From an optimization exercise on the open Yosys and OpenROAD flow, aimed at small area and a short achievable clock period; shortcuts taken in it are not production practice.
The RTL was checked by simulation tests, not by an equivalence proof against the original design.
No activity file was given, so power comes from the tool's default toggle rates.

==> flow/design.v <==
module PE_count (
    activation_in,
    weight_in,
    partial_out
);
input      [9-1:0]     activation_in;
input      [9-1:0]     weight_in;
output     [4-1:0]     partial_out;
PE_popcount PE_popcount (.m(activation_in ~^ weight_in), .partial(partial_out));
endmodule
module PE_popcount (
    m,
    partial
);
input      [9-1:0]     m;
output     [4-1:0]     partial;
function [1:0] fa;   
    input x, y, z;
    fa = {(x & y) | (x & z) | (y & z), x ^ y ^ z};
endfunction
wire       [1:0]       f1 = fa(m[0], m[1], m[2]);
wire       [1:0]       f2 = fa(m[3], m[4], m[5]);
wire       [1:0]       f3 = fa(m[6], m[7], m[8]);
wire       [1:0]       f4 = fa(f1[0], f2[0], f3[0]);     
wire       [1:0]       f5 = fa(f1[1], f2[1], f3[1]);     
assign partial = {f5[1], f5[0], f4[1], f4[0]};
endmodule
module PE (
    partial_in,
    psum_in,
    psum_out,
    e_out
);
parameter WIDTH = 14;
input      [4-1:0]     partial_in;
input      [WIDTH-1:0] psum_in;
output     [WIDTH-1:0] psum_out;
output reg [4-1:0]     e_out;
always @(*) begin
    case (partial_in)
        4'b0000: e_out = 4'd11;   
        4'b0001: e_out = 4'd12;
        4'b0010: e_out = 4'd13;
        4'b0011: e_out = 4'd14;
        4'b0100: e_out = 4'd13;
        4'b0101: e_out = 4'd14;
        4'b0110: e_out = 4'd15;
        4'b0111: e_out = 4'd0;
        4'b1000: e_out = 4'd15;
        4'b1001: e_out = 4'd0;
        4'b1010: e_out = 4'd1;
        4'b1011: e_out = 4'd2;
        4'b1100: e_out = 4'd1;
        4'b1101: e_out = 4'd2;
        4'b1110: e_out = 4'd3;
        default: e_out = 4'd4;
    endcase
end
wire       [WIDTH-2:0] u = psum_in[WIDTH-1:1];
wire                   b = psum_in[0];
wire       [4:0]       c;
wire       [3:0]       lo;
assign c[0] = b;
genvar i;
generate
    for (i = 0; i < 4; i = i + 1) begin : LO
        assign lo[i]  = u[i] ^ e_out[i] ^ c[i];
        assign c[i+1] = (u[i] & e_out[i]) | (u[i] & c[i]) | (e_out[i] & c[i]);
    end
endgenerate
wire                   up = c[4] & ~e_out[3];
wire                   dn = ~c[4] & e_out[3];
wire       [WIDTH-6:0] hi = u[WIDTH-2:4];
wire       [WIDTH-5:0] all1, all0;
wire       [WIDTH-6:0] hi_out;
assign all1[0] = 1'b1;
assign all0[0] = 1'b1;
generate
    for (i = 0; i < WIDTH-5; i = i + 1) begin : HI
        assign all1[i+1]  = all1[i] & hi[i];
        assign all0[i+1]  = all0[i] & ~hi[i];
        assign hi_out[i]  = hi[i] ^ ((up & all1[i]) | (dn & all0[i]));
    end
endgenerate
assign psum_out = {hi_out, lo, ~b};
endmodule
module PE_quick (
    e_in,
    valid_in,
    psum_in,
    psum_out
);
parameter WIDTH = 14;
input      [4-1:0]     e_in;
input                  valid_in;       
input      [WIDTH-1:0] psum_in;
output     [WIDTH-1:0] psum_out;
wire       [4:0]       lo;
wire                   up, dn;
wire       [WIDTH-6:0] hi_up, hi_dn;
PE_quick_lo PE_quick_lo (.e_in(e_in), .psum_in(psum_in[4:0]), .lo(lo), .up(up), .dn(dn));
PE_quick_hi #(.WIDTH(WIDTH)) PE_quick_hi (.hi(psum_in[WIDTH-1:5]), .hi_up(hi_up), .hi_dn(hi_dn));
PE_quick_pick #(.WIDTH(WIDTH)) PE_quick_pick (
    .e_in(e_in), .valid_in(valid_in), .lo(lo), .up(up), .dn(dn),
    .hi(psum_in[WIDTH-1:5]), .hi_up(hi_up), .hi_dn(hi_dn), .psum_out(psum_out)
);
endmodule
module PE_quick_lo (
    e_in,
    psum_in,
    lo,
    up,
    dn
);
input      [4-1:0]     e_in;
input      [4:0]       psum_in;
output     [4:0]       lo;
output                 up, dn;
wire       [6:0]       t = {2'b00, psum_in} + {{2{e_in[3]}}, e_in, 1'b1};    
assign lo = t[4:0];
assign up = ~t[6] & t[5];
assign dn = t[6];
endmodule
module PE_quick_hi (
    hi,
    hi_up,
    hi_dn
);
parameter WIDTH = 14;
input      [WIDTH-6:0] hi;
output     [WIDTH-6:0] hi_up, hi_dn;
assign hi_up = hi + 1'b1;
assign hi_dn = hi - 1'b1;
endmodule
module PE_quick_pick (
    e_in,
    valid_in,
    lo,
    up,
    dn,
    hi,
    hi_up,
    hi_dn,
    psum_out
);
parameter WIDTH = 14;
input      [4-1:0]     e_in;
input                  valid_in;
input      [4:0]       lo;
input                  up, dn;
input      [WIDTH-6:0] hi, hi_up, hi_dn;
output     [WIDTH-1:0] psum_out;
wire       [WIDTH-1:0] full = {up ? hi_up : (dn ? hi_dn : hi), lo};
assign psum_out = valid_in ? full : {{WIDTH-5{e_in[3]}}, e_in, 1'b1};
endmodule
module PE_fast (
    activation_in,
    weight_in,
    psum_in,
    psum_out
);
parameter WIDTH = 14;
input      [9-1:0]     activation_in;
input      [9-1:0]     weight_in;
input      [WIDTH-1:0] psum_in;
output     [WIDTH-1:0] psum_out;
wire       [10*WIDTH-1:0] candidates;
PE_candidates #(.WIDTH(WIDTH)) PE_candidates (.psum_in(psum_in), .candidates(candidates));
wire       [7*WIDTH-1:0] x;    
wire       [4*WIDTH-1:0] y;    
genvar s;
generate
    for (s = 0; s < 7; s = s + 1) begin : X
        wire [4-1:0] c;
        PE_count3 #(.COPY(s)) count_c (.a(activation_in[8:6]), .w(weight_in[8:6]), .one_hot(c));
        PE_pick4 #(.WIDTH(WIDTH)) pick (.one_hot(c), .in(candidates[s*WIDTH +: 4*WIDTH]),
                                        .out(x[s*WIDTH +: WIDTH]));
    end
    for (s = 0; s < 4; s = s + 1) begin : Y
        wire [4-1:0] b;
        PE_count3 #(.COPY(s)) count_b (.a(activation_in[5:3]), .w(weight_in[5:3]), .one_hot(b));
        PE_pick4 #(.WIDTH(WIDTH)) pick (.one_hot(b), .in(x[s*WIDTH +: 4*WIDTH]),
                                        .out(y[s*WIDTH +: WIDTH]));
    end
endgenerate
wire       [4-1:0]     a;
PE_count3 #(.COPY(0)) count_a (.a(activation_in[2:0]), .w(weight_in[2:0]), .one_hot(a));
PE_pick4 #(.WIDTH(WIDTH)) pick (.one_hot(a), .in(y), .out(psum_out));
endmodule
module PE_count3 (
    a,
    w,
    one_hot
);
parameter COPY = 0;
input      [3-1:0]     a, w;
output reg [4-1:0]     one_hot;
wire       [3-1:0]     m = a ~^ w;
always @(*) begin
    case (m)
        3'b000:                   one_hot = 4'b0001;
        3'b001, 3'b010, 3'b100:   one_hot = 4'b0010;
        3'b011, 3'b101, 3'b110:   one_hot = 4'b0100;
        default:                  one_hot = 4'b1000;
    endcase
end
endmodule
module PE_pick4 (
    one_hot,
    in,
    out
);
parameter WIDTH = 14;
input      [4-1:0]     one_hot;
input      [4*WIDTH-1:0] in;
output     [WIDTH-1:0] out;
assign out = ({WIDTH{one_hot[0]}} & in[0 +: WIDTH]) | ({WIDTH{one_hot[1]}} & in[WIDTH +: WIDTH]) |
             ({WIDTH{one_hot[2]}} & in[2*WIDTH +: WIDTH]) | ({WIDTH{one_hot[3]}} & in[3*WIDTH +: WIDTH]);
endmodule
module PE_candidates (
    psum_in,
    candidates
);
parameter WIDTH = 14;
input      [WIDTH-1:0] psum_in;
output reg [10*WIDTH-1:0] candidates;
integer p;
always @(*) begin
    for (p = 0; p < 10; p = p + 1)
        candidates[p*WIDTH +: WIDTH] = psum_in + 2 * p - 9;
end
endmodule
module PE_column (
    clk_in,
    rst_in,
    cleared_in,
    active_in,
    activation_in,
    load_in,
    data_in,
    count_out,
    e_out,
    psum_out,
    sum_out
);
parameter WIDTH = 14;
parameter FIRST = 0;
input                    clk_in;
input                    rst_in;
input                    cleared_in;      
input                    active_in;       
input      [9-1:0]       activation_in;   
input                    load_in;         
input      [9-1:0]       data_in;
output     [3-1:0]       count_out;
output     [4-1:0]       e_out;           
output     [4*WIDTH-1:0] psum_out;        
output     [WIDTH-1:0]   sum_out;         
reg        [9-1:0]       weight_r;
wire       [9-1:0]       weight_next = ({9{load_in}} & data_in) | ({9{~load_in}} & weight_r);
reg        [3-1:0]       count_r;
wire       [3-1:0]       count = {3{~cleared_in}} & count_r;
wire       [3-1:0]       count_next = (active_in && !count[2]) ? count + 3'd1 : count;
reg                      full_r;          
reg        [WIDTH-1:0]   psum_r [0:3];
wire       [WIDTH-1:0]   oldest = {WIDTH{full_r}} & psum_r[3];
wire       [WIDTH-1:0]   sum;
always @(posedge clk_in) begin
    weight_r <= weight_next;
end
generate
    if (FIRST) begin : F
        assign e_out = 4'd0;
        PE_fast #(.WIDTH(WIDTH)) PE (
            .activation_in(activation_in),
            .weight_in(weight_r),
            .psum_in(oldest),
            .psum_out(sum)
        );
    end
    else begin : N
        wire [4-1:0] e;
        reg  [4-1:0] e_r;
        PE_count PE_count (
            .activation_in(activation_in),
            .weight_in(weight_next),
            .partial_out(e)
        );
        always @(posedge clk_in) begin
            e_r <= e;
        end
        PE #(.WIDTH(WIDTH)) PE (
            .partial_in(e_r),
            .psum_in(oldest),
            .psum_out(sum),
            .e_out(e_out)
        );
    end
endgenerate
always @(posedge clk_in) begin
    count_r <= count_next;
    full_r  <= rst_in & count_next[2];
end
always @(posedge clk_in) begin
    if (active_in) begin
        psum_r[0] <= sum;
        psum_r[1] <= psum_r[0];
        psum_r[2] <= psum_r[1];
        psum_r[3] <= psum_r[2];
    end
end
assign count_out = count;
assign psum_out = {psum_r[3], psum_r[2], psum_r[1], psum_r[0]};
assign sum_out  = sum;
endmodule
module top (
    clk_in,
    rst_in,
    data_in,
    load_weight_in,
    in_valid_in,
    pop_in,
    sum_out
);
parameter WIDTH = 14;
parameter O_CH = 64;
input                            clk_in, rst_in;
input      [9-1:0]               data_in;
input                            load_weight_in;
input                            in_valid_in;
input                            pop_in;
output     [WIDTH-1:0]           sum_out;
reg        [O_CH-1:0]            weight_row_r;     
reg        [O_CH-1:0]            next_row_r;       
wire       [O_CH-1:0]            next2_row;        
reg        [3-1:0]               ctl_count_r;      
reg                              ctl_active_r;     
reg        [4-1:0]               pixel_r;          
reg        [WIDTH-1:0]           out_r;
reg                              cleared_r;        
reg        [9-1:0]               activation_r [1:O_CH-2];
reg                              in_valid_r   [1:O_CH-1];   
wire       [4*WIDTH-1:0]         row_psum  [0:O_CH-1];
wire       [3-1:0]               row_count [0:O_CH-1];
wire       [4-1:0]               row_e     [0:O_CH-1];
wire       [WIDTH-1:0]           row_sum   [0:O_CH-1];
wire                             row_active [0:O_CH-1];
always @(posedge clk_in) begin
    weight_row_r <= load_weight_in ? {weight_row_r[O_CH-2:0], weight_row_r[O_CH-1]}
                                   : {{O_CH-1{1'b0}}, 1'b1};
end
integer m;
always @(posedge clk_in) begin
    cleared_r <= ~rst_in;
    activation_r[1] <= data_in;
    for (m = 2; m <= O_CH-2; m = m + 1) begin
        activation_r[m] <= activation_r[m-1];
    end
    in_valid_r[1] <= in_valid_in;
    for (m = 2; m <= O_CH-1; m = m + 1) begin
        in_valid_r[m] <= row_active[m-1];
    end
end
genvar k;
generate
    for (k = 0; k < O_CH; k = k + 1) begin : ROW
        assign row_active[k] = (k == 0) ? in_valid_in : in_valid_r[(k == 0) ? 1 : k] & ~cleared_r;
        PE_column #(.WIDTH(WIDTH), .FIRST(k == 0)) PE_column (
            .clk_in(clk_in),
            .rst_in(rst_in),
            .cleared_in(cleared_r),
            .active_in(row_active[k]),
            .activation_in((k <= 1) ? data_in : activation_r[(k <= 1) ? 1 : k-1]),
            .load_in(load_weight_in && weight_row_r[k]),
            .data_in(data_in),
            .count_out(row_count[k]),
            .e_out(row_e[k]),
            .psum_out(row_psum[k]),
            .sum_out(row_sum[k])
        );
    end
endgenerate
always @(posedge clk_in) begin
    next_row_r  <= !pop_in ? {{O_CH-1{1'b0}}, 1'b1} :
                   pixel_r[2] ? {next_row_r[O_CH-2:0], next_row_r[O_CH-1]} : next_row_r;
    pixel_r     <= pop_in ? {pixel_r[2:0], pixel_r[3]} : 4'b0001;
end
assign next2_row = pixel_r[2] ? {next_row_r[O_CH-2:0], next_row_r[O_CH-1]} : next_row_r;
wire       [3-1:0]               pre_count;
wire                             pre_active, pre_active_above;
wire       [(O_CH-1)*3-1:0]      all_count;
wire       [O_CH-2:0]            all_active, all_active_above;
generate
    for (k = 1; k < O_CH; k = k + 1) begin : GATHER_CTL
        assign all_count[(k-1)*3 +: 3]  = row_count[k];
        assign all_active[k-1]          = row_active[k];
        assign all_active_above[k-1]    = (k == 1) ? 1'b0 : row_active[(k == 1) ? 0 : k-1];
    end
endgenerate
read_ctl #(.ROWS(O_CH-1)) read_ctl (
    .select(next2_row[O_CH-1:1]),
    .count_in(all_count), .active_in(all_active), .above_in(all_active_above),
    .count_out(pre_count), .active_out(pre_active), .above_out(pre_active_above)
);
always @(posedge clk_in) begin
    ctl_active_r <= rst_in & (next2_row[1] ? in_valid_in : pre_active_above);
    if (!rst_in) ctl_count_r <= 3'd0;
    else if (pre_active && !pre_count[2]) ctl_count_r <= pre_count + 3'd1;
    else ctl_count_r <= pre_count;
end
wire       [4*WIDTH-1:0]         sel_psum;
wire       [4-1:0]               sel_e;
wire       [3-1:0]               sel_count = ctl_count_r;
wire                             sel_active = ctl_active_r;
wire       [(O_CH-1)*4*WIDTH-1:0] all_psum;
wire       [(O_CH-1)*4-1:0]      all_e;
generate
    for (k = 1; k < O_CH; k = k + 1) begin : GATHER
        assign all_psum[(k-1)*4*WIDTH +: 4*WIDTH] = row_psum[k];
        assign all_e[(k-1)*4 +: 4]                = row_e[k];
    end
endgenerate
read_mux #(.WIDTH(WIDTH), .ROWS(O_CH-1)) read_mux (
    .select(next_row_r[O_CH-1:1]),
    .psum_in(all_psum), .e_in(all_e),
    .psum_out(sel_psum), .e_out(sel_e)
);
wire       [WIDTH-1:0]           sel_sum;
PE_quick #(.WIDTH(WIDTH)) PE_quick (
    .e_in(sel_e),
    .valid_in(sel_count[2]),
    .psum_in(sel_psum[4*WIDTH-1:3*WIDTH]),
    .psum_out(sel_sum)
);
wire       [4-1:0]               next_slot = {pixel_r[3], pixel_r[0], pixel_r[1], pixel_r[2]};
wire       [WIDTH-1:0]           early;
wire                             take_row0_sum, take_sel_sum;
read_terms #(.WIDTH(WIDTH)) read_terms (
    .rst_in(rst_in), .pop_in(pop_in), .row0_in(next_row_r[0]), .slot_in(next_slot),
    .row0_psum(row_psum[0]), .row0_count(row_count[0]), .row0_active(in_valid_in),
    .sel_psum(sel_psum), .sel_count(sel_count), .sel_active(sel_active),
    .early(early), .take_row0_sum(take_row0_sum), .take_sel_sum(take_sel_sum)
);
always @(posedge clk_in) begin
    out_r <= early | ({WIDTH{take_row0_sum}} & row_sum[0]) | ({WIDTH{take_sel_sum}} & sel_sum);
end
assign sum_out = out_r;
endmodule
module read_mux (
    select,
    psum_in,
    e_in,
    psum_out,
    e_out
);
parameter WIDTH = 14;
parameter ROWS = 63;
localparam D = 4*WIDTH + 4;   
input      [ROWS-1:0]            select;
input      [ROWS*4*WIDTH-1:0]    psum_in;
input      [ROWS*4-1:0]          e_in;
output     [4*WIDTH-1:0]         psum_out;
output     [4-1:0]               e_out;
wire       [64*D-1:0]            rows;
wire       [64-1:0]              sel = {{64-ROWS{1'b0}}, select};
genvar r;
generate
    for (r = 0; r < 64; r = r + 1) begin : ROW
        if (r < ROWS)
            assign rows[r*D +: D] = {e_in[r*4 +: 4], psum_in[r*4*WIDTH +: 4*WIDTH]};
        else
            assign rows[r*D +: D] = {D{1'b0}};
    end
endgenerate
wire       [32*D-1:0]            l1;    
wire       [8*D-1:0]             l2;    
wire       [4*D-1:0]             l3;    
wire       [D-1:0]               l4;
generate
    for (r = 0; r < 32; r = r + 1) begin : L1
        read_aoi #(.D(D)) node (.s0(sel[2*r]), .d0(rows[2*r*D +: D]),
                                .s1(sel[2*r+1]), .d1(rows[(2*r+1)*D +: D]),
                                .y(l1[r*D +: D]));
    end
    for (r = 0; r < 8; r = r + 1) begin : L2
        read_nand4 #(.D(D)) node (.a(l1[4*r*D +: D]), .b(l1[(4*r+1)*D +: D]),
                                  .c(l1[(4*r+2)*D +: D]), .d(l1[(4*r+3)*D +: D]),
                                  .y(l2[r*D +: D]));
    end
    for (r = 0; r < 4; r = r + 1) begin : L3
        read_nor2 #(.D(D)) node (.a(l2[2*r*D +: D]), .b(l2[(2*r+1)*D +: D]),
                                 .y(l3[r*D +: D]));
    end
endgenerate
read_nand4 #(.D(D)) L4 (.a(l3[0 +: D]), .b(l3[D +: D]), .c(l3[2*D +: D]), .d(l3[3*D +: D]),
                        .y(l4));
assign {e_out, psum_out} = l4;
endmodule
module read_ctl (
    select,
    count_in,
    active_in,
    above_in,
    count_out,
    active_out,
    above_out
);
parameter ROWS = 63;
input      [ROWS-1:0]            select;
input      [ROWS*3-1:0]          count_in;
input      [ROWS-1:0]            active_in, above_in;
output reg [3-1:0]               count_out;
output reg                       active_out, above_out;
integer r;
always @(*) begin
    count_out  = 3'd0;
    active_out = 1'b0;
    above_out  = 1'b0;
    for (r = 0; r < ROWS; r = r + 1) begin
        count_out  = count_out  | ({3{select[r]}} & count_in[r*3 +: 3]);
        active_out = active_out | (select[r] & active_in[r]);
        above_out  = above_out  | (select[r] & above_in[r]);
    end
end
endmodule
module read_aoi (s0, d0, s1, d1, y);
parameter D = 1;
input            s0, s1;
input  [D-1:0]   d0, d1;
output [D-1:0]   y;
assign y = ~(({D{s0}} & d0) | ({D{s1}} & d1));
endmodule
module read_nand4 (a, b, c, d, y);
parameter D = 1;
input  [D-1:0]   a, b, c, d;
output [D-1:0]   y;
assign y = ~(a & b & c & d);
endmodule
module read_nor2 (a, b, y);
parameter D = 1;
input  [D-1:0]   a, b;
output [D-1:0]   y;
assign y = ~(a | b);
endmodule
module read_terms (
    rst_in,
    pop_in,
    row0_in,
    slot_in,
    row0_psum,
    row0_count,
    row0_active,
    sel_psum,
    sel_count,
    sel_active,
    early,
    take_row0_sum,
    take_sel_sum
);
parameter WIDTH = 14;
input                            rst_in, pop_in, row0_in;
input      [4-1:0]               slot_in;
input      [4*WIDTH-1:0]         row0_psum, sel_psum;
input      [3-1:0]               row0_count, sel_count;
input                            row0_active, sel_active;
output     [WIDTH-1:0]           early;
output                           take_row0_sum, take_sel_sum;
function [WIDTH-1:0] kept;    
    input [4*WIDTH-1:0] psum;
    input [3-1:0]       count;
    input               active;
    input [4-1:0]       slot;
    reg   [WIDTH-1:0]   v;
    integer j;
    begin
        v = {WIDTH{1'b0}};
        for (j = 0; j < 4; j = j + 1) begin
            if (!active && count > j)
                v = v | ({WIDTH{slot[j]}} & psum[j*WIDTH +: WIDTH]);
            if (active && j > 0 && count > j - 1)
                v = v | ({WIDTH{slot[j]}} & psum[(j-1)*WIDTH +: WIDTH]);
        end
        kept = v;
    end
endfunction
wire       [4-1:0]               slot = pop_in ? slot_in : 4'b1000;
wire                             use_row0 = !pop_in || row0_in;
assign early = {WIDTH{rst_in}} &
               (use_row0 ? kept(row0_psum, row0_count, row0_active, slot)
                         : kept(sel_psum, sel_count, sel_active, slot));
assign take_row0_sum = rst_in & use_row0 & row0_active & slot[0];
assign take_sel_sum  = rst_in & !use_row0 & sel_active & slot[0];
endmodule
==> flow/flow/run.sh <==
#!/bin/bash
# Layout: the standard ORFS flow (standard.sh) with these changes to how
# the layout is made; the SDC (clock period, I/O delays, loads) is the standard flow's.
#  - repair_timing aims for extra setup slack, so the achieved period shrinks,
#    and may swap cells across footprints;
#  - the clock tree uses larger sink clusters and no dummy loads;
#  - the port buffers are buf_4 cells.
# ORFS's own logs are in orfs/logs; make's output is in orfs_make.log.
set -euo pipefail
bash standard.sh \
    SETUP_SLACK_MARGIN=9.3 \
    MATCH_CELL_FOOTPRINT=0 \
    BUFFER_PORTS_ARGS="-buffer_cell sky130_fd_sc_hd__buf_4" \
    CTS_ARGS="-sink_clustering_enable -repair_clock_nets -dont_use_dummy_load -sink_clustering_size 22 -sink_clustering_max_diameter 105" \
    finish > orfs_make.log 2>&1
==> flow/standard.sh <==
#!/bin/bash
# synth_recipe.tcl (not shown) runs the flow's synth.tcl, then flattens the netlist and writes it again
# the make line also repeats each setting of config.mk as NAME=value (left out here)
make -C /OpenROAD-flow-scripts/flow DESIGN_CONFIG=/design/flow/config.mk WORK_HOME=/design/flow/orfs CLKGATE_MAP_FILE= SYNTH_SCRIPT=/design/flow/synth_recipe.tcl "${@:-finish}"
==> flow/config.mk <==
export PLATFORM = sky130hd
export DESIGN_NAME = top
export DESIGN_NICKNAME = top
export VERILOG_FILES = /design/flow/design.v
export SDC_FILE = /design/flow/constraint.sdc
export NUM_CORES = 8
export LEC_CHECK = 0
export CAP_MARGIN = 20
export CORE_MARGIN = 2
export CORE_UTILIZATION = 40
export SLEW_MARGIN = 20
export SYNTH_HIERARCHICAL = 1
export TNS_END_PERCENT = 5
==> flow/constraint.sdc <==
create_clock -name core_clock -period 13.0 [get_ports {clk_in}]
set_input_delay 2.6000 -clock core_clock [delete_from_list [all_inputs] [get_ports {clk_in}]]
set_output_delay 2.6000 -clock core_clock [all_outputs]
set_load 0.01 [all_outputs]
==> results of run 1 <==
## cell type report
cell class / count / area [µm²] / area share, %
clock buffers: 291 / 7280 / 2.75
diodes: 30 / 75.1 / 0.0283
flip-flops and latches: 5440 / 145000 / 54.8
repair inverters: 1 / 5.00 / 0.00189
repair buffers: 468 / 4630 / 1.75
well taps: 8092 / 10100 / 3.82
multi-input cells: 10060 / 93500 / 35.3
inverters: 1121 / 4240 / 1.60
## power groups by stage
stage	Clock, W	Sequential, W	Combinational, W
detailed placement	0	0.0197	0.00434
floorplan	0	0.0195	0.00312
finish	0.00954	0.0194	0.00487
CTS	0.00971	0.0194	0.00455
global route	0.0102	0.0194	0.00531
global placement	0	0.0197	0.00426
## final timing paths
kind / from / end / slack, ns
hold / removal: activation_r[22][4] / activation_r[23][4] / 0.33
setup / recovery: next_row_r[23] / out_r[2] / 8.65
hold reg to reg: activation_r[22][4] / activation_r[23][4] / 0.33
setup reg to reg: next_row_r[23] / out_r[2] / 8.65
## metrics by stage
stage	total power (W)	std cells
after floorplan	0.0226	17406
after global placement	0.0240	24998
after detailed placement	0.0241	24999
after CTS	0.0336	25399
after global routing	0.0349	25487
final	0.0338	25503
## registers in the layout (all words and copies together) (netlist names), 3 cells and up, named ones only
| register | flops |
|---|---|
| ROW.PE_column.psum_r | 3584 |
| ROW.PE_column.weight_r | 567 |
| activation_r | 558 |
| ROW.PE_column.N.e_r | 252 |
| ROW.PE_column.count_r | 192 |
| ROW.PE_column.full_r | 64 |
| next_row_r | 64 |
| weight_row_r | 64 |
| in_valid_r | 63 |
| out_r | 14 |
| pixel_r | 4 |
| ctl_count_r | 3 |
## metal layers
metal	vias up	track usage, %	share of wire (%)
met5	-	0	0.023
met4	14	10.6	5.6
met3	1122	4.40	8.1
met2	6157	36.2	44
met1	74742	32.6	42
li1	63560	-	-
## what timing repair did
item	in CTS	in global routing
hold buffers	0	0
setup buffers	59	69
gates cloned	50	4
setup endpoints to repair	895	683
resized for setup	564	467
pin swaps	99	106
## critical path, stage by stage (launching register included)
cell      delay, ns
dfxtp_4        0.46
buf_8          0.24
a22oi_1        0.31
nand4_1        0.31
nor2_1         1.09
nand4_1        0.51
a221oi_1       0.70
o22ai_1        0.19
a221o_1        0.28
==> results.toml, run 1 <==
[cells_and_area]
final_common_cell = "edfxtp_1"
final_core_util_pct = 43.3
most-common-layout-cells = "edfxtp_1 (3,593), a22oi_1 (1,740), dfxtp_1 (1,700)"
area_delta_synth_final_pct = 7.85
nets = 18355
fill_cells = 54876
drive_gt1_share_pct = 18.0
final_area_mm2 = 0.265

[die]
initial_core_util_pct = 40.2
num_io_pins = 28
die_area_mm2 = 0.621
coreArea_mm2 = 0.612
core.rowCount = 287
die_h_um = 788
die_w_um = 788

[drt]
wire_per_inst_um = 29.9
vias_per_cell = 5.71
routed_wl_um = 762000
first_pass_iters = 8
vias = 145595
drt_iter0_markers = 18471
drc = 0
ant_nets = 0

[timing]
period_share_pct = 33.5
slew_headroom_pct = 10.7
setup_viol = 0
hold_ws_ns = 0.330
min_period_ns = 4.35
hold_viol = 0
drv_slew = 0
rsz0062_at_grt = "yes"
worst_slew_pin_slew_ns = 1.34
max_freq_ghz = 0.230
tns_ns = 0
timing.final.ws_setup_ns = 8.65
worst_clock_skew_ns = 0.125

[synthesis]
synthCells = 17346
synth_area_mm2 = 0.246
yosys_warnings = 29
syn_area_per_cell_um2 = 14.2

[place]
io_buffers = 27
placed_area_mm2 = 0.252
hpwl_um = 548000
place_congestion = 1.02
post-place-ws_ns = 6.71

[power_and_ir_drop]
intPower_w = 0.0249
ir_worst_vdd_uv = 119
power.net_switching_w = 0.00883
power.density_mw_per_mm2 = 127
p_comb_share_pct = 14.4
p_sw_share_pct = 26.2
pwr-share-seq_pct = 57.3
p_clk_share_pct = 28.2
p_leak_nw = 90.0

[global_routing]
overflow = 0
grt_pass1_wl_um = 1060000
grt_pass1_vias = 140795
antenna_found_initial = 67
grt_usage_pct = 23.6
grt_max_degree = 68

[clock_network]
clockBufferDepth = 4
cts.root.buffer_cell = "clkbuf_16"
tritoncts = "yes"
clk_latency_ns = 1.04
cts_buffers = 291
cts_max_level = 5
clk_pin_slew_ns = 0.09
clkSinkCount = 5440

[worst_setup_path]
cp-end-kind = "flip-flop"
r2r_cells = 8
path_class = "reg -> reg"
worst_setup_path_start_kind = "flip-flop"
critPathRequiredTime_ns = 13.85
worst_ep_arrival_time_ns = 5.21
crit_path_max_fanout = 49

[flow_run]
maxCapViolCount = 0

[run_status]
status = "finished clean"

[hold_path]
min_path_cells = 0
hold_path_class = "reg -> reg"
==> run 2, diff against run 1 <==
--- a/flow/flow/run.sh
+++ b/flow/flow/run.sh
@@ -10,3 +10,3 @@
 bash standard.sh \
-    SETUP_SLACK_MARGIN=9.3 \
+    SETUP_SLACK_MARGIN=9.0 \
     MATCH_CELL_FOOTPRINT=0 \
--- a/flow/config.mk
+++ b/flow/config.mk
@@ -9,5 +9,5 @@
 export CORE_MARGIN = 2
-export CORE_UTILIZATION = 40
+export CORE_UTILIZATION = 36
 export SLEW_MARGIN = 20
 export SYNTH_HIERARCHICAL = 1
-export TNS_END_PERCENT = 5
+export TNS_END_PERCENT = 10
==> run 2 against run 1 <==
Compared with the run above: clock power is essentially flat; worst hold slack improved by 0.016 ns; via count grew 0.43%; global-route usage down 2.2 points; critical path depth is 2 higher; design area grew 0.26%; wire length increased by 0.90%; maximum frequency is 5.2% lower; die area increased by 11%; sequential cell count did not move; worst setup slack worse by 0.24 ns; critical path type unchanged; largest cell class unchanged; highest routed layer unchanged.
==> results.toml, run 2 <==
[drt]
routed_wl_um = 769000
vias_per_cell = 5.53
ant_nets = 0
drt_iter0_markers = 17466
drc = 0
vias = 146215
wire_per_inst_um = 29.1
first_pass_iters = 6

[clock_network]
cts.root.buffer_cell = "clkbuf_16"
clk_latency_ns = 1.03
cts_buffers = 290
clockBufferDepth = 4
clk_pin_slew_ns = 0.09
cts_max_level = 5
tritoncts = "yes"
clkSinkCount = 5440
holdBufCountCts = 0

[die]
initial_core_util_pct = 36.1
die_h_um = 830
die_area_mm2 = 0.689
core.rowCount = 303
die_w_um = 830
num_io_pins = 28
coreArea_mm2 = 0.681

[global_routing]
grt_usage_pct = 21.4
antenna_found_initial = 64
grt_pass1_wl_um = 1070000
grt_max_degree = 168
grt_pass1_vias = 141600
overflow = 0

[timing]
hold_viol = 0
max_freq_ghz = 0.218
rsz0062_at_grt = "yes"
tns_ns = 0
worst_clock_skew_ns = 0.0941
min_period_ns = 4.59
worst_slew_pin_slew_ns = 1.38
slew_headroom_pct = 7.81
hold_ws_ns = 0.346
period_share_pct = 35.3
setup_viol = 0
drv_slew = 0

[synthesis]
synth_area_mm2 = 0.246
yosys_warnings = 29
syn_area_per_cell_um2 = 14.2
synthCells = 17346

[flow_run]
maxCapViolCount = 0

[cells_and_area]
final_core_util_pct = 39.1
final_common_cell = "edfxtp_1"
final_area_mm2 = 0.266
top_register = "ROW.PE_column.psum_r"
top_regs = "ROW.PE_column.psum_r (3584), ROW.PE_column.weight_r (567), activation_r (558)"
nets = 18336
fill_cells = 63417
drive_gt1_share_pct = 17.3
area_delta_synth_final_pct = 8.13
largest_register_ffs = 3584
seq_area_mm2 = 0.145
most-common-layout-cells = "edfxtp_1 (3,593), a22oi_1 (1,705), dfxtp_1 (1,702)"
multi_input_area_mm2 = 0.0929

[worst_setup_path]
critPathRequiredTime_ns = 13.85
r2r-start = "next_row_r[50]"
worst_setup_path_start_kind = "flip-flop"
critPathLaunch = "next_row_r[50]"
crit_path_max_fanout = 51
cp-end-kind = "flip-flop"
path_class = "reg -> reg"
worst_ep_arrival_time_ns = 5.44

[place]
placed_area_mm2 = 0.253
hpwl_um = 552000
place_congestion = 0.970
io_buffers = 27

[power_and_ir_drop]
p_comb_share_pct = 14.6
p_clk_share_pct = 28.2
power.net_switching_w = 0.00880
pwr-share-seq_pct = 57.2
p_leak_nw = 89.4
intPower_w = 0.0249
ir_worst_vdd_uv = 106
p_sw_share_pct = 26.1
power.density_mw_per_mm2 = 127

[hold_path]
hold_path_class = "reg -> reg"
min_from = "activation_r[53][1]"

[run_status]
status = "finished clean"
## run 2: area by class of cell
| cell class | count | share of cell area [%] |
|---|---|---|
| timing repair buffer | 474 | 1.80 |
| sequential | 5440 | 54.6 |
| tap | 8997 | 4.24 |
| multi-input combinational | 10037 | 35.0 |
| antenna | 58 | 0.0546 |
| inverter | 1121 | 1.59 |
| clock buffer | 290 | 2.73 |
## run 2: per-layer routing
layer	wire length [µm]	up-vias	global-route usage, %	part of all wire, %
met4	42000	20	10.2	5.5
met2	329000	6309	31.5	43
met1	331000	75326	30.1	43
met3	66100	1100	4.40	8.6
li1	-	63460	-	-
met5	192	-	0.0758	0.025
## run 2: final timing paths
kind	to	cells after the start	slack [ns]
max	out_r[7]	10	8.41
min reg2reg	activation_r[54][1]	0	0.35
max reg2reg	out_r[7]	10	8.41
min	activation_r[54][1]	0	0.35
## run 2: power by group through the flow
stage	Combinational [W]	Sequential (W)	Clock, W
6_report	0.00492	0.0193	0.00952
5_1_grt	0.00534	0.0193	0.0102
4_1_cts	0.00480	0.0193	0.00969
3_5_place_dp	0.00441	0.0197	0
3_3_place_gp	0.00434	0.0197	0
2_1_floorplan	0.00312	0.0195	0
## run 2: timing repair
action	in CTS	in global routing
pin swaps	151	100
cloned	24	2
buffers inserted	119	30
resized for setup	735	196
endpoints found under the setup margin	405	376
## run 2: critical path: stages (launching register included)
cell	delay, ns
dfxtp_2	0.46
buf_4	0.36
a22oi_1	0.32
nand4_1	0.60
nor2_1	1.06
nand4_1	0.17
o211ai_1	0.15
o32ai_1	0.12
a221oi_1	0.57
o22ai_1	0.18
a221o_1	0.30
## run 2: per-stage QoR
stage                     total power (W)  setup slack, ns  std cells
after floorplan                    0.0226             8.15      17406
after detailed placement           0.0241             6.62      25890
after global routing               0.0349             8.54      26386
after CTS                          0.0338             8.68      26323
final                              0.0337             8.41      26417
after global placement             0.0240             6.58      25889
==> run 3, diff against run 2 <==
--- a/flow/config.mk
+++ b/flow/config.mk
@@ -9,3 +9,3 @@
 export CORE_MARGIN = 2
-export CORE_UTILIZATION = 36
+export CORE_UTILIZATION = 40
 export SLEW_MARGIN = 20
==> run 3 against run 2 <==
Compared with the run above: still clean on timing, DRC and antenna; non-clock buffer count rose by 3; first-iteration DRC count increased by 4.7%; clock-buffer cell count up 1; largest cell class unchanged.
==> results.toml, run 3 <==
[power_and_ir_drop]
ir_worst_vdd_uv = 120
p_leak_nw = 89.2
power.density_mw_per_mm2 = 128

[worst_setup_path]
crit_family = "simple AND/OR/NAND/NOR gates"
crit_path_max_fanout = 49
cp-end-kind = "flip-flop"
crit_buf_inv = 1
critPathRequiredTime_ns = 13.86
worst_setup_path_start_kind = "flip-flop"
slowest_delay_ns = 1.08
r2r_cells = 8
cp_common_cell = "nand4_1"
path_cells = "buf_8, a22oi_1, nand4_1, nor2_1, nand4_1, a221oi_1, o22ai_1, a221o_1"
path_class = "reg -> reg"
cp_slowest_cell = "nor2_1"
worst_ep_arrival_time_ns = 5.23
cp.depth = 8

[clock_network]
cts_buffers = 291
clk_latency_ns = 1.05
tritoncts = "yes"
clkSinkCount = 5440
holdBufCountCts = 0
cts.root.buffer_cell = "clkbuf_16"
cts_max_level = 5
clockBufferDepth = 4
clk_pin_slew_ns = 0.09

[timing]
min_period_ns = 4.37
slew_headroom_pct = 12.4
worst_slew_pin_slew_ns = 1.31
drv_slew = 0
rsz0062_at_grt = "yes"
setup_viol = 0
worst_clock_skew_ns = 0.126
max_freq_ghz = 0.229
tns_ns = 0
hold_ws_ns = 0.329
hold_viol = 0
period_share_pct = 33.6

[hold_path]
min_path_cells = 0
hold_path_class = "reg -> reg"

[global_routing]
grt_usage_pct = 23.4
overflow = 0
grt_max_degree = 68
grt_pass1_wl_um = 1050000
grt_pass1_vias = 140248
antenna_found_initial = 65

[die]
num_io_pins = 28
coreArea_mm2 = 0.612
die_w_um = 788
die_h_um = 788
die_area_mm2 = 0.621
core.rowCount = 287
initial_core_util_pct = 40.2

[place]
io_buffers = 27
place_congestion = 1.02
hpwl_um = 548000

[cells_and_area]
area_delta_synth_final_pct = 7.49
nets = 18342
final_common_cell = "edfxtp_1"
top_register = "ROW.PE_column.psum_r"
final_core_util_pct = 43.2
top_regs = "ROW.PE_column.psum_r (3584), ROW.PE_column.weight_r (567), activation_r (558)"
drive_gt1_share_pct = 17.6
most-common-layout-cells = "edfxtp_1 (3,593), a22oi_1 (1,698), dfxtp_1 (1,689)"
largest_register_ffs = 3584

[synthesis]
yosys_warnings = 29
syn_area_per_cell_um2 = 14.2
synthCells = 17346
synth_area_mm2 = 0.246

[drt]
wl_met1_um = 318000
met2_length_um = 336000
routed_wl_um = 757000
vias = 145024
drc = 0
ant_nets = 0
wire_per_inst_um = 29.7
dr_wl_met3_um = 61200
first_pass_iters = 7
vias_per_cell = 5.69
highest_layer = "met5"
drt_iter0_markers = 18289

[run_status]
status = "finished clean"

[flow_run]
maxCapViolCount = 0
## run 3: repair_timing
item,CTS,global route
pin swaps,33,145
gates resized for setup,377,563
gates cloned,17,6
buffers inserted,47,99
setup endpoints to repair,389,429
## run 3: per-layer routing
| metal | up-vias | global-route usage [%] |
|---|---|---|
| met5 | - | 0 |
| met4 | 24 | 10.5 |
| met3 | 1101 | 4.51 |
| met2 | 6057 | 35.9 |
| met1 | 74356 | 32.3 |
| li1 | 63486 | - |
## run 3: path summary, 6_finish.rpt
path	from	to	slack, ns
setup / recovery	next_row_r[23]	out_r[2]	8.63
hold / removal	activation_r[22][4]	activation_r[23][4]	0.33
setup reg to reg	next_row_r[23]	out_r[2]	8.63
hold reg to reg	activation_r[22][4]	activation_r[23][4]	0.33
## run 3: where the power goes
group / leakage (nW) / switching [W] / internal, W
logic: 40.4 / 0.00291 / 0.00210
clock network: 3.59 / 0.00553 / 0.00401
registers: 45.2 / 0.000421 / 0.0189
total: 89.2 / 0.00886 / 0.0250
## run 3: cell type report
cell class	count	area [µm²]
Fill cell	54979	347000
Sequential cell	5440	145000
Multi-Input combinational cell	10038	92800
Tap cell	8092	10100
Clock buffer	291	7280
Timing Repair Buffer	477	4420
Inverter	1121	4240
Antenna cell	32	80.1
Timing Repair inverter	1	5.00
## run 3: worst reg2reg max path, stage by stage (launching register included)
cell and delay [ns]:
dfxtp_4 0.45, buf_8 0.27, a22oi_1 0.35, nand4_1 0.32, nor2_1 1.08, nand4_1 0.52, a221oi_1 0.71, o22ai_1 0.20
a221o_1 0.28
## run 3: per-stage QoR
step	power, W	setup slack (ns)	std cells	area [µm²]
2_1_floorplan	0.0226	8.15	17406	246000
3_3_place_gp	0.0240	6.74	24998	252000
3_5_place_dp	0.0241	6.71	24999	252000
4_1_cts	0.0336	8.65	25354	261000
5_1_grt	0.0351	8.66	25473	264000
6_report	0.0339	8.63	25492	264000
==> run 4, diff against run 3 <==
--- a/flow/design.v
+++ b/flow/design.v
@@ -260,6 +260,6 @@
 wire       [9-1:0]       weight_next = ({9{load_in}} & data_in) | ({9{~load_in}} & weight_r);
-reg        [3-1:0]       count_r;
-wire       [3-1:0]       count = {3{~cleared_in}} & count_r;
+reg        [2-1:0]       count_r;
+reg                      full_r;
+wire       [3-1:0]       count = {full_r, {2{~cleared_in}} & count_r};
 wire       [3-1:0]       count_next = (active_in && !count[2]) ? count + 3'd1 : count;
-reg                      full_r;          
 reg        [WIDTH-1:0]   psum_r [0:3];
@@ -300,3 +300,3 @@
 always @(posedge clk_in) begin
-    count_r <= count_next;
+    count_r <= count_next[1:0];
     full_r  <= rst_in & count_next[2];
--- a/flow/flow/run.sh
+++ b/flow/flow/run.sh
@@ -10,3 +10,3 @@
 bash standard.sh \
-    SETUP_SLACK_MARGIN=9.0 \
+    SETUP_SLACK_MARGIN=8.8 \
     MATCH_CELL_FOOTPRINT=0 \
==> run 4 against run 3 <==
Compared with the run above: die area is 1.6% lower; critical path type unchanged; the layout now fails its checks (capacitance limit); sequential cell count down 64; synthesized area is 1.6% lower; sequential power about the same; sequential share of layout area is 0.74 points higher; first-iteration DRC count barely moved; global-route usage grew 0.36 points; design area fell by 2.3%; via count down 0.46%; worst hold slack improved by 0.0034 ns; largest power group unchanged; register-to-register slack worse by 0.03 ns.
==> results.toml, run 4 <==
[run_status]
status = "finished with violations"
so.violations = "capacitance limit"

[cells_and_area]
top_regs = "ROW.PE_column.psum_r (3584), ROW.PE_column.weight_r (567), activation_r (558)"
largest_register_ffs = 3584
final_common_cell = "edfxtp_1"
top_register = "ROW.PE_column.psum_r"
drive_gt1_share_pct = 16.7
fill_cells = 54731
seq_area_mm2 = 0.144
nets = 17992
multi_input_area_mm2 = 0.0890
most-common-layout-cells = "edfxtp_1 (3,593), a22oi_1 (1,786), dfxtp_1 (1,651)"
area_delta_synth_final_pct = 6.77

[clock_network]
clkSinkCount = 5376
clockBufferDepth = 4
clk_latency_ns = 1.06
cts.root.buffer_cell = "clkbuf_16"
cts_max_level = 5
cts_buffers = 285
tritoncts = "yes"
clk_pin_slew_ns = 0.10

[die]
die_area_mm2 = 0.611
initial_core_util_pct = 40.1
num_io_pins = 28
die_h_um = 781
coreArea_mm2 = 0.602
die_w_um = 781
core.rowCount = 285

[global_routing]
overflow = 0
grt_pass1_vias = 140339
antenna_found_initial = 56
grt_usage_pct = 23.8
grt_max_degree = 64
grt_pass1_wl_um = 1050000

[worst_setup_path]
path_class = "reg -> reg"
cp-end-kind = "flip-flop"
r2r_cells = 9
r2r-start = "next_row_r[37]"
crit_buf_inv = 2
crit_path_max_fanout = 32
slowest_delay_ns = 0.97
worst_ep_arrival_time_ns = 5.26
r2r-end = "out_r[12]"
cp_slowest_cell = "nor2_1"
worst_setup_path_start_kind = "flip-flop"
r2r_slack_ns = 8.60
critPathRequiredTime_ns = 13.86
crit_family = "simple AND/OR/NAND/NOR gates"
path_cells = "buf_4, buf_4, a22oi_1, nand4_1, nor2_1, nand4_1, a221oi_2, o22ai_1, a221o_1"

[timing]
slew_headroom_pct = -6.95
setup_viol = 0
max_freq_ghz = 0.227
tns_ns = 0
timing.final.ws_setup_ns = 8.60
hold_viol = 0
drv_slew = 7
hold_ws_ns = 0.332
period_share_pct = 33.8
rsz0062_at_grt = "yes"
min_period_ns = 4.40
worst_slew_pin_slew_ns = 1.60
worst_clock_skew_ns = 0.129

[drt]
vias_per_cell = 5.75
routed_wl_um = 754000
first_pass_iters = 8
wire_per_inst_um = 30.1
vias = 144350
ant_nets = 0
drc = 0
drt_iter0_markers = 18299

[hold_path]
min_path_cells = 0
min_from = "activation_r[28][4]"
hold_path_end = "activation_r[29][4]"
hold_path_class = "reg -> reg"

[power_and_ir_drop]
p_total_w = 0.0334
power.density_mw_per_mm2 = 129
ir_worst_vdd_uv = 119
p_leak_nw = 88.6

[synthesis]
syn_area_per_cell_um2 = 14.1
synth_area_mm2 = 0.242
yosys_warnings = 29
synthCells = 17090

[flow_run]
maxCapViolCount = 1

[place]
place_congestion = 1.00
hpwl_um = 545000
post-place-ws_ns = 6.46
io_buffers = 27
run 4: changes by cell type in the layout (fill, tap and decap cells not counted), moves of 65 or more:
cell	change
a22oi_1	+88
mux2_2	+560
a22oi_2	-88
nor2b_1	+65
mux2_4	-496
xnor2_2	+67
nand2_1	-104
run 4: how the worst max path moves through the flow:
stage	start	end	slack, ns	depth (start not counted)
2_1_floorplan	load_weight_in	ROW[22].PE_column.N.e_r[0]	8.29	8
3_3_place_gp	ROW[40].PE_column.N.e_r[0]	out_r[7]	6.53	17
3_5_place_dp	ROW[40].PE_column.N.e_r[0]	out_r[6]	6.46	17
4_1_cts	ROW[6].PE_column.full_r	ROW[6].PE_column.psum_r[0][13]	8.65	16
5_1_grt	next_row_r[34]	out_r[7]	8.58	14
6_report	next_row_r[37]	out_r[12]	8.60	9
run 4: through the flow:
stage / std cells / cell area, µm² / utilization, %
final: 25091 / 258000 / 42.9
after CTS: 25034 / 257000 / 42.7
after global routing: 25070 / 258000 / 42.9
after detailed placement: 24672 / 248000 / 41.2
after global placement: 24672 / 248000 / 41.2
after floorplan: 17150 / 243000 / -
run 4: cell type report:
class                      count  area share [%]
inverter                    1057            1.54
timing repair inverter         1         0.00194
antenna                       37          0.0359
multi-input combinational   9843            34.5
sequential                  5376            55.7
clock buffer                 285            2.76
timing repair buffer         456            1.58
tap                         8036            3.89
run 4: routing by layer:
metal	track usage (%)	share of wire, %	up-vias
met5	0.893	0.10	-
met4	8.92	4.6	20
met3	5.52	9.5	1185
met1	33.7	43	74464
met2	35.4	43	6512
li1	-	-	62169
run 4: repair_timing:
item,4_1_cts,5_1_grt
hold buffers,0,0
gates cloned,9,6
resized for setup,404,118
pin swaps,57,35
endpoints found under the setup margin,278,200
buffers inserted,68,14
run 4: where the power goes:
part	internal (W)	switching, W
clock network	0.00393	0.00545
logic	0.00190	0.00289
registers	0.0187	0.000480
==> run 5, diff against run 4 <==
--- a/flow/flow/run.sh
+++ b/flow/flow/run.sh
@@ -10,3 +10,3 @@
 bash standard.sh \
-    SETUP_SLACK_MARGIN=8.8 \
+    SETUP_SLACK_MARGIN=9.0 \
     MATCH_CELL_FOOTPRINT=0 \
--- a/flow/config.mk
+++ b/flow/config.mk
@@ -10,2 +10,3 @@
 export CORE_UTILIZATION = 40
+export PLACE_DENSITY = 0.7
 export SLEW_MARGIN = 20
==> run 5 against run 4 <==
Compared with the run above: now clean on timing, DRC and antenna; clock power shrank 0.9%; die area is the same; cell count is essentially flat; sequential cell count is the same; core utilization grew 0.37 points.
==> results.toml, run 5 <==
[clock_network]
cts_max_level = 5
clk_latency_ns = 1.01
clk_pin_slew_ns = 0.09
clockBufferDepth = 4
cts.root.buffer_cell = "clkbuf_16"
tritoncts = "yes"
clkSinkCount = 5376
cts_buffers = 285

[cells_and_area]
area_delta_synth_final_pct = 7.69
top_register = "ROW.PE_column.psum_r"
fill_cells = 53864
seq_area_mm2 = 0.144
largest_register_ffs = 3584
nets = 18008
drive_gt1_share_pct = 18.6
final_common_cell = "edfxtp_1"
most-common-layout-cells = "edfxtp_1 (3,593), a22oi_1 (1,714), dfxtp_1 (1,611)"
instances_no_fill = 25099
multi_input_area_mm2 = 0.0906
final_area_mm2 = 0.260
top_regs = "ROW.PE_column.psum_r (3584), ROW.PE_column.weight_r (567), activation_r (558)"

[timing]
timing.final.ws_setup_ns = 8.42
max_freq_ghz = 0.218
slew_headroom_pct = 15.9
hold_ws_ns = 0.289
setup_viol = 0
worst_clock_skew_ns = 0.110
min_period_ns = 4.58
period_share_pct = 35.2
tns_ns = 0
rsz0062_at_grt = "yes"
worst_slew_pin_slew_ns = 1.26
drv_slew = 0
hold_viol = 0

[global_routing]
globalRouteMet1Util_pct = 30.9
grt_pass1_vias = 141772
grt_use_met2_pct = 34.9
grt_pass1_wl_um = 1030000
grt_usage_pct = 22.9
antenna_found_initial = 52
use_met3_pct = 5.78
grt_max_degree = 67
busiest_layer = "met2"
overflow = 0

[hold_path]
hold_path_end = "activation_r[36][4]"
min_from = "activation_r[35][4]"
hold_path_class = "reg -> reg"
min_path_cells = 0

[die]
num_io_pins = 28
die_area_mm2 = 0.611
die_h_um = 781
initial_core_util_pct = 40.1
core.rowCount = 285
coreArea_mm2 = 0.602
die_w_um = 781

[synthesis]
synth_area_mm2 = 0.242
synthCells = 17090
yosys_warnings = 29
syn_area_per_cell_um2 = 14.1

[drt]
drc = 0
vias = 145793
ant_nets = 0
drt_iter0_markers = 18714
routed_wl_um = 730000
first_pass_iters = 12
wire_per_inst_um = 29.1
vias_per_cell = 5.81

[worst_setup_path]
worst_setup_path_start_kind = "flip-flop"
r2r_slack_ns = 8.42
worst_ep_arrival_time_ns = 5.44
critPathRequiredTime_ns = 13.86
r2r_cells = 8
r2r-start = "next_row_r[18]"
slowest_delay_ns = 0.93
path_class = "reg -> reg"
cp_slowest_cell = "nor2_1"
path_cells = "buf_4, a22oi_1, nand4_1, nor2_1, nand4_1, a221oi_2, o22ai_1, a221o_1"
cp-end-kind = "flip-flop"
crit_path_max_fanout = 42
cp_common_cell = "nand4_1"
r2r-end = "out_r[2]"

[power_and_ir_drop]
p_leak_nw = 89.1
power.density_mw_per_mm2 = 129
ir_worst_vdd_uv = 109

[place]
place_congestion = 1.04
post-place-ws_ns = 6.94
dp_cells = 24609
io_buffers = 27
placed_area_mm2 = 0.248
hpwl_um = 519000

[flow_run]
maxCapViolCount = 0

[run_status]
status = "finished clean"
## run 5: power breakdown
| part | leakage [nW] | internal (W) | switching [W] |
|---|---|---|---|
| clock | 3.51 | 0.00392 | 0.00537 |
| combinational | 38.6 | 0.00213 | 0.00303 |
| sequential | 47.0 | 0.0187 | 0.000428 |
| total | 89.1 | 0.0248 | 0.00883 |
## run 5: timing repair
| action | in CTS | in global routing |
|---|---|---|
| cloned | 20 | 1 |
| pin swaps | 160 | 91 |
| hold buffers | 0 | 0 |
| endpoints found under the setup margin | 396 | 436 |
| buffers inserted | 116 | 38 |
| gates resized for setup | 738 | 262 |
## run 5: routing by layer
layer  share of wire (%)  vias up
met4                 5.4       26
met2                  44     7355
met3                 9.9     1317
met5                0.14        -
met1                  40    74832
li1                    -    62263
## run 5: how the worst max path moves through the flow
stage          cells past startpoint                    endpoint                       start
2_1_floorplan                      8  ROW[22].PE_column.N.e_r[0]              load_weight_in
3_3_place_gp                      12                   out_r[11]                  data_in[6]
3_5_place_dp                       7   ROW[9].PE_column.N.e_r[0]              load_weight_in
4_1_cts                            1                  sum_out[7]                    out_r[7]
5_1_grt                           17                    out_r[7]  ROW[45].PE_column.N.e_r[1]
6_report                           8                    out_r[2]              next_row_r[18]
## run 5: final cells by class
class                   instances  share of cell area [%]
well taps                    8036                    3.86
flip-flops and latches       5376                    55.3
repair buffers                471                    1.76
multi-input cells            9844                    34.8
inverters                    1057                    1.53
repair inverters                1                 0.00192
clock buffers                 285                    2.74
diodes                         29                  0.0279
## run 5: critical path: cells and delay by family (launching register included)
| family | cells | cell delay, ns |
|---|---|---|
| compound gates | 4 | 1.53 |
| buf+inv | 1 | 0.40 |
| flops | 1 | 0.49 |
| simple gates | 3 | 2.01 |
## run 5: per-stage QoR
stage | power (W) | util (%)
after floorplan | 0.0224 | -
after global placement | 0.0238 | 41.1
after detailed placement | 0.0239 | 41.1
after CTS | 0.0335 | 43.0
after global routing | 0.0347 | 43.2
final | 0.0336 | 43.2
==> run 6, diff against run 5 <==
--- a/flow/config.mk
+++ b/flow/config.mk
@@ -9,4 +9,3 @@
 export CORE_MARGIN = 2
-export CORE_UTILIZATION = 40
-export PLACE_DENSITY = 0.7
+export CORE_UTILIZATION = 41
 export SLEW_MARGIN = 20
==> run 6 against run 5 <==
Compared with the run above: power increased by 0.19%; synthesized area unchanged; wire length increased by 6.1%; cell count decreased by 0.55%; critical path type unchanged; still clean on timing, DRC and antenna; design area increased by 0.60%; clock power increased by 1%.
==> results.toml, run 6 <==
[die]
die_w_um = 772
die_area_mm2 = 0.596
coreArea_mm2 = 0.589
num_io_pins = 28
core.rowCount = 282
initial_core_util_pct = 41.1
die_h_um = 772

[worst_setup_path]
r2r_cells = 16
crit_family = "simple AND/OR/NAND/NOR gates"
crit_path_max_fanout = 44
cp_slowest_cell = "nor2_4"
worst_setup_path_start_kind = "flip-flop"
r2r_slack_ns = 8.49
path_cells = "buf_4, buf_12, a22oi_1, nand4_1, nor2_4, nand4_1, buf_4, inv_1, fa_1, nand2b_2, a21oi_4, or3_4, mux2i_4, nand2b_4, o211ai_2, a221o_1"
r2r-start = "next_row_r[30]"
worst_ep_arrival_time_ns = 5.35
critPathLaunch = "next_row_r[30]"
path_class = "reg -> reg"
slowest_delay_ns = 0.39
critPathRequiredTime_ns = 13.84
cp-end-kind = "flip-flop"
crit_buf_inv = 4
r2r-end = "out_r[12]"

[clock_network]
cts.root.buffer_cell = "clkbuf_16"
clk_pin_slew_ns = 0.10
cts_buffers = 285
holdBufCountCts = 0
clk_latency_ns = 1.00
cts_max_level = 5
clockBufferDepth = 4
tritoncts = "yes"
clkSinkCount = 5376

[global_routing]
grt_use_met2_pct = 37.3
overflow = 0
busiest_layer = "met2"
grt_usage_pct = 24.7
globalRouteMet1Util_pct = 35.2
grt_pass1_vias = 138671
use_met3_pct = 5.06
grt_pass1_wl_um = 1060000
grt_max_degree = 64
antenna_found_initial = 56

[drt]
drc = 0
vias_per_cell = 5.83
ant_nets = 0
drt_iter0_markers = 18858
wire_per_inst_um = 31.0
routed_wl_um = 774000
vias = 145575
first_pass_iters = 8

[cells_and_area]
drive_gt1_share_pct = 19.1
multi_input_area_mm2 = 0.0918
nets = 18088
fill_cells = 52522
top_regs = "ROW.PE_column.psum_r (3584), ROW.PE_column.weight_r (567), activation_r (558)"
top_register = "ROW.PE_column.psum_r"
final_core_util_pct = 44.5
final_common_cell = "edfxtp_1"
area_delta_synth_final_pct = 8.34
largest_register_ffs = 3584
instances_no_fill = 24960
seq_area_mm2 = 0.144
most-common-layout-cells = "edfxtp_1 (3,593), a22oi_1 (1,741), dfxtp_1 (1,645)"

[place]
place_congestion = 0.985
hpwl_um = 553000
dp_cells = 24400
io_buffers = 27

[power_and_ir_drop]
p_leak_nw = 90.2
ir_worst_vdd_uv = 103
power.density_mw_per_mm2 = 129

[timing]
min_period_ns = 4.51
hold_ws_ns = 0.330
max_freq_ghz = 0.222
tns_ns = 0
setup_viol = 0
hold_viol = 0
slew_headroom_pct = 11.1
worst_clock_skew_ns = 0.0968
drv_slew = 0
period_share_pct = 34.7
worst_slew_pin_slew_ns = 1.33
rsz0062_at_grt = "yes"

[synthesis]
synth_area_mm2 = 0.242
syn_area_per_cell_um2 = 14.1
synthCells = 17090
yosys_warnings = 29

[hold_path]
min_path_cells = 0
hold_path_class = "reg -> reg"
hold_path_end = "activation_r[45][6]"
min_from = "activation_r[44][6]"

[flow_run]
maxCapViolCount = 0

[run_status]
status = "finished clean"
run 6: final cells by class:
cell class | instances | share of cell area (%)
inverter | 1057 | 1.52
sequential | 5376 | 54.9
timing repair inverter | 1 | 0.00191
clock buffer | 285 | 2.72
tap | 7810 | 3.73
timing repair buffer | 518 | 2.04
antenna | 36 | 0.0344
multi-input combinational | 9877 | 35.0
run 6: per-layer routing:
layer  part of all wire (%)  up-vias  wire (µm)
li1                       -    62469          -
met1                     42    75292     327000
met2                     44     6737     338000
met3                    9.8     1055      76000
met4                    4.3       22      33400
met5                  0.019        -        148
run 6: report_power, final:
group / leakage, nW / internal, W / switching (W)
registers: 47.0 / 0.0187 / 0.000437
clock network: 3.51 / 0.00393 / 0.00546
logic: 39.7 / 0.00209 / 0.00305
run 6: through the flow:
stage / power, W / setup WS, ns / instance area (µm²)
floorplan: 0.0224 / 8.29 / 243000
global placement: 0.0239 / 6.52 / 247000
detailed placement: 0.0240 / 6.44 / 247000
CTS: 0.0334 / 8.65 / 258000
global route: 0.0348 / 8.54 / 262000
finish: 0.0337 / 8.49 / 262000
run 6: worst max path at each step:
stage / slack, ns / end / cells past startpoint
2_1_floorplan: 8.29 / ROW[22].PE_column.N.e_r[0] / 8
3_3_place_gp: 6.52 / out_r[11] / 17
3_5_place_dp: 6.44 / out_r[11] / 17
4_1_cts: 8.65 / out_r[5] / 18
5_1_grt: 8.54 / out_r[9] / 17
6_report: 8.49 / out_r[12] / 16
run 6: timing repair:
action                     4_1_cts  5_1_grt
gates cloned                    37       37
gates resized for setup        677      440
pin swaps                      147      176
buffers inserted                83       82
setup endpoints to repair      403      499
==> run 7, diff against run 6 <==
--- a/flow/flow/run.sh
+++ b/flow/flow/run.sh
@@ -6,3 +6,4 @@
 #  - the clock tree uses larger sink clusters and no dummy loads;
-#  - the port buffers are buf_4 cells.
+#  - the port buffers are buf_4 cells;
+#  - fanout is limited to 16 from global placement on (flow/max_fanout.tcl).
 # ORFS's own logs are in orfs/logs; make's output is in orfs_make.log.
@@ -10,2 +11,3 @@
 bash standard.sh \
+    PRE_GLOBAL_PLACE_TCL="$PWD/flow/max_fanout.tcl" \
     SETUP_SLACK_MARGIN=9.0 \
==> flow/flow/max_fanout.tcl (new file) <==
set_max_fanout 16 [current_design]
--- a/flow/config.mk
+++ b/flow/config.mk
@@ -9,3 +9,3 @@
 export CORE_MARGIN = 2
-export CORE_UTILIZATION = 41
+export CORE_UTILIZATION = 40
 export SLEW_MARGIN = 20
==> run 7 against run 6 <==
Compared with the run above: the layout now fails its checks (capacitance limit, slew limit); first-iteration DRC count down 9.5%; worst setup slack better by 0.15 ns; cell count up 2.6%; via count down 0.56%; synthesized cell count unchanged; sequential share of layout area down 0.42 points; critical path type unchanged.
==> results.toml, run 7 <==
[run_status]
status = "finished with violations"
so.violations = "capacitance limit, slew limit"

[drt]
drt_iter0_markers = 17058
vias_per_cell = 5.65
ant_nets = 0
wire_per_inst_um = 28.8
vias = 144766
first_pass_iters = 7
routed_wl_um = 737000
drc = 0

[clock_network]
clkSinkCount = 5376
clk_pin_slew_ns = 0.10
cts_max_level = 5
clk_latency_ns = 1.03
clockBufferDepth = 4
tritoncts = "yes"
cts_buffers = 285
cts.root.buffer_cell = "clkbuf_16"

[cells_and_area]
top_register = "ROW.PE_column.psum_r"
most-common-layout-cells = "edfxtp_1 (3,593), a22oi_1 (1,760), dfxtp_1 (1,661)"
drive_gt1_share_pct = 20.9
largest_register_ffs = 3584
fill_cells = 53946
final_common_cell = "edfxtp_1"
seq_area_mm2 = 0.144
multi_input_area_mm2 = 0.0907
top_regs = "ROW.PE_column.psum_r (3584), ROW.PE_column.weight_r (567), activation_r (558)"
area_delta_synth_final_pct = 9.20
nets = 18507

[hold_path]
hold_path_class = "reg -> reg"
min_from = "activation_r[3][3]"
min_path_cells = 0
hold_path_end = "activation_r[4][3]"

[global_routing]
antenna_found_initial = 42
grt_pass1_wl_um = 1030000
grt_max_degree = 61
overflow = 0
grt_usage_pct = 23.1
grt_pass1_vias = 140224

[worst_setup_path]
critPathRequiredTime_ns = 13.86
r2r_slack_ns = 8.64
path_cells = "buf_4, buf_4, a22oi_1, nand4_1, nor2_1, nand4_1, inv_1, ha_4, nand3b_1, o22ai_2, mux2i_4, nand2b_4, o211ai_2, a221o_1"
cp-end-kind = "flip-flop"
cp_slowest_cell = "dfxtp_1"
crit_buf_inv = 3
crit_family = "simple AND/OR/NAND/NOR gates"
r2r-end = "out_r[11]"
path_class = "reg -> reg"
r2r-start = "next_row_r[5]"
crit_path_max_fanout = 16
slowest_delay_ns = 0.44
worst_setup_path_start_kind = "flip-flop"
worst_ep_arrival_time_ns = 5.22
cp.depth = 14
r2r_cells = 14

[timing]
worst_slew_pin_slew_ns = 1.70
period_share_pct = 33.5
max_freq_ghz = 0.229
drv_slew = 12
min_period_ns = 4.36
slew_headroom_pct = -14.1
worst_clock_skew_ns = 0.131
hold_viol = 0
rsz0062_at_grt = "yes"
hold_ws_ns = 0.304
setup_viol = 0
tns_ns = 0

[power_and_ir_drop]
p_comb_share_pct = 14.9
power.density_mw_per_mm2 = 127
p_clk_share_pct = 27.9
p_leak_nw = 92.1
intPower_w = 0.0248
power.net_switching_w = 0.00880
ir_worst_vdd_uv = 112
p_sw_share_pct = 26.2
pwr-share-seq_pct = 57.2

[die]
die_h_um = 781
die_w_um = 781
coreArea_mm2 = 0.602
die_area_mm2 = 0.611
initial_core_util_pct = 40.1
core.rowCount = 285
num_io_pins = 28

[place]
hpwl_um = 561000
io_buffers = 27
place_congestion = 1.05

[synthesis]
synthCells = 17090
synth_area_mm2 = 0.242
syn_area_per_cell_um2 = 14.1
yosys_warnings = 29

[flow_run]
maxCapViolCount = 2
run 7: how the worst max path moves through the flow:
stage                                     from                          to  slack [ns]
CTS                                   out_r[6]                  sum_out[6]        8.73
finish                           next_row_r[5]                   out_r[11]        8.64
global route        ROW[39].PE_column.N.e_r[0]                   out_r[11]        8.68
floorplan                       load_weight_in  ROW[22].PE_column.N.e_r[0]        8.29
global placement    ROW[42].PE_column.N.e_r[0]                   out_r[11]        6.79
detailed placement              load_weight_in  ROW[18].PE_column.N.e_r[0]        7.02
run 7: power groups by stage:
stage | logic [W] | clock network (W) | registers, W
finish | 0.00499 | 0.00936 | 0.0192
global route | 0.00541 | 0.0101 | 0.0192
CTS | 0.00473 | 0.00954 | 0.0192
detailed placement | 0.00436 | 0 | 0.0196
global placement | 0.00429 | 0 | 0.0196
floorplan | 0.00309 | 0 | 0.0193
run 7: metal layers:
layer  vias to the layer above  wire length (µm)  GRT usage [%]
met3                      1056             67100           5.06
met4                         8             29900           7.62
li1                      63271                 -              -
met2                      6050            322000           35.0
met1                     74381            317000           32.9
met5                         -               686           1.20
run 7: per-stage QoR:
stage | power [W] | utilization, % | area, µm² | instances | setup WS [ns]
after CTS | 0.0335 | 43.5 | 262000 | 25500 | 8.73
after detailed placement | 0.0239 | 41.6 | 251000 | 25075 | 7.02
after global placement | 0.0239 | 41.6 | 251000 | 25075 | 6.79
after floorplan | 0.0224 | - | 243000 | 17150 | 8.29
after global routing | 0.0347 | 43.8 | 264000 | 25586 | 8.68
final | 0.0336 | 43.8 | 264000 | 25601 | 8.64
run 7: layout make-up:
class / instances / area share, %
well taps: 8036 / 3.81
flip-flops and latches: 5376 / 54.5
repair buffers: 957 / 3.11
clock buffers: 285 / 2.70
multi-input cells: 9858 / 34.4
inverters: 1057 / 1.51
diodes: 32 / 0.0303
run 7: repair_timing:
action                                  CTS  global route
endpoints found under the setup margin  357           408
hold buffers                              0             0
resized for setup                       746           358
cloned                                   21            16
hold endpoints to repair                  0             0
buffers inserted                        119            48
pin swaps                               150           147

-- afterwards: timing with drivers on the ports --
The flow's constraints put no driver on any port. The routed layouts listed below were extracted and timed again, unchanged, in two steps. Step 1 sets driving cells, clkbuf_16 on the clock port and buf_2 on the other inputs (assumed; they add their load-dependent delay and slew). Step 2 times the ports against the registers' clock, not the clock port: input delays grow and output delays shrink by t, the midpoint of the rising clock arrivals with the driver on. Slacks: ideal ports / drivers / drivers and shift; pairs: ideal ports / drivers.
run	t, ns	setup WS [ns]	cell pins on the clock port's net
run 1	1.131	8.645 / 8.108 / 6.976	1
run 2	1.114	8.408 / 8.408 / 7.349	1
run 3	1.142	8.629 / 8.529 / 7.387	1
run 4	1.099	8.601 / 8.459 / 7.360	1
run 5	1.092	8.420 / 8.420 / 7.409	1
run 6	1.091	8.495 / 8.365 / 7.274	1
run 7	1.095	8.642 / 8.623 / 7.528	1
For run 1, which loses most, drivers alone change the setup slack by -0.537 ns; drivers and shift together by -1.669 ns.
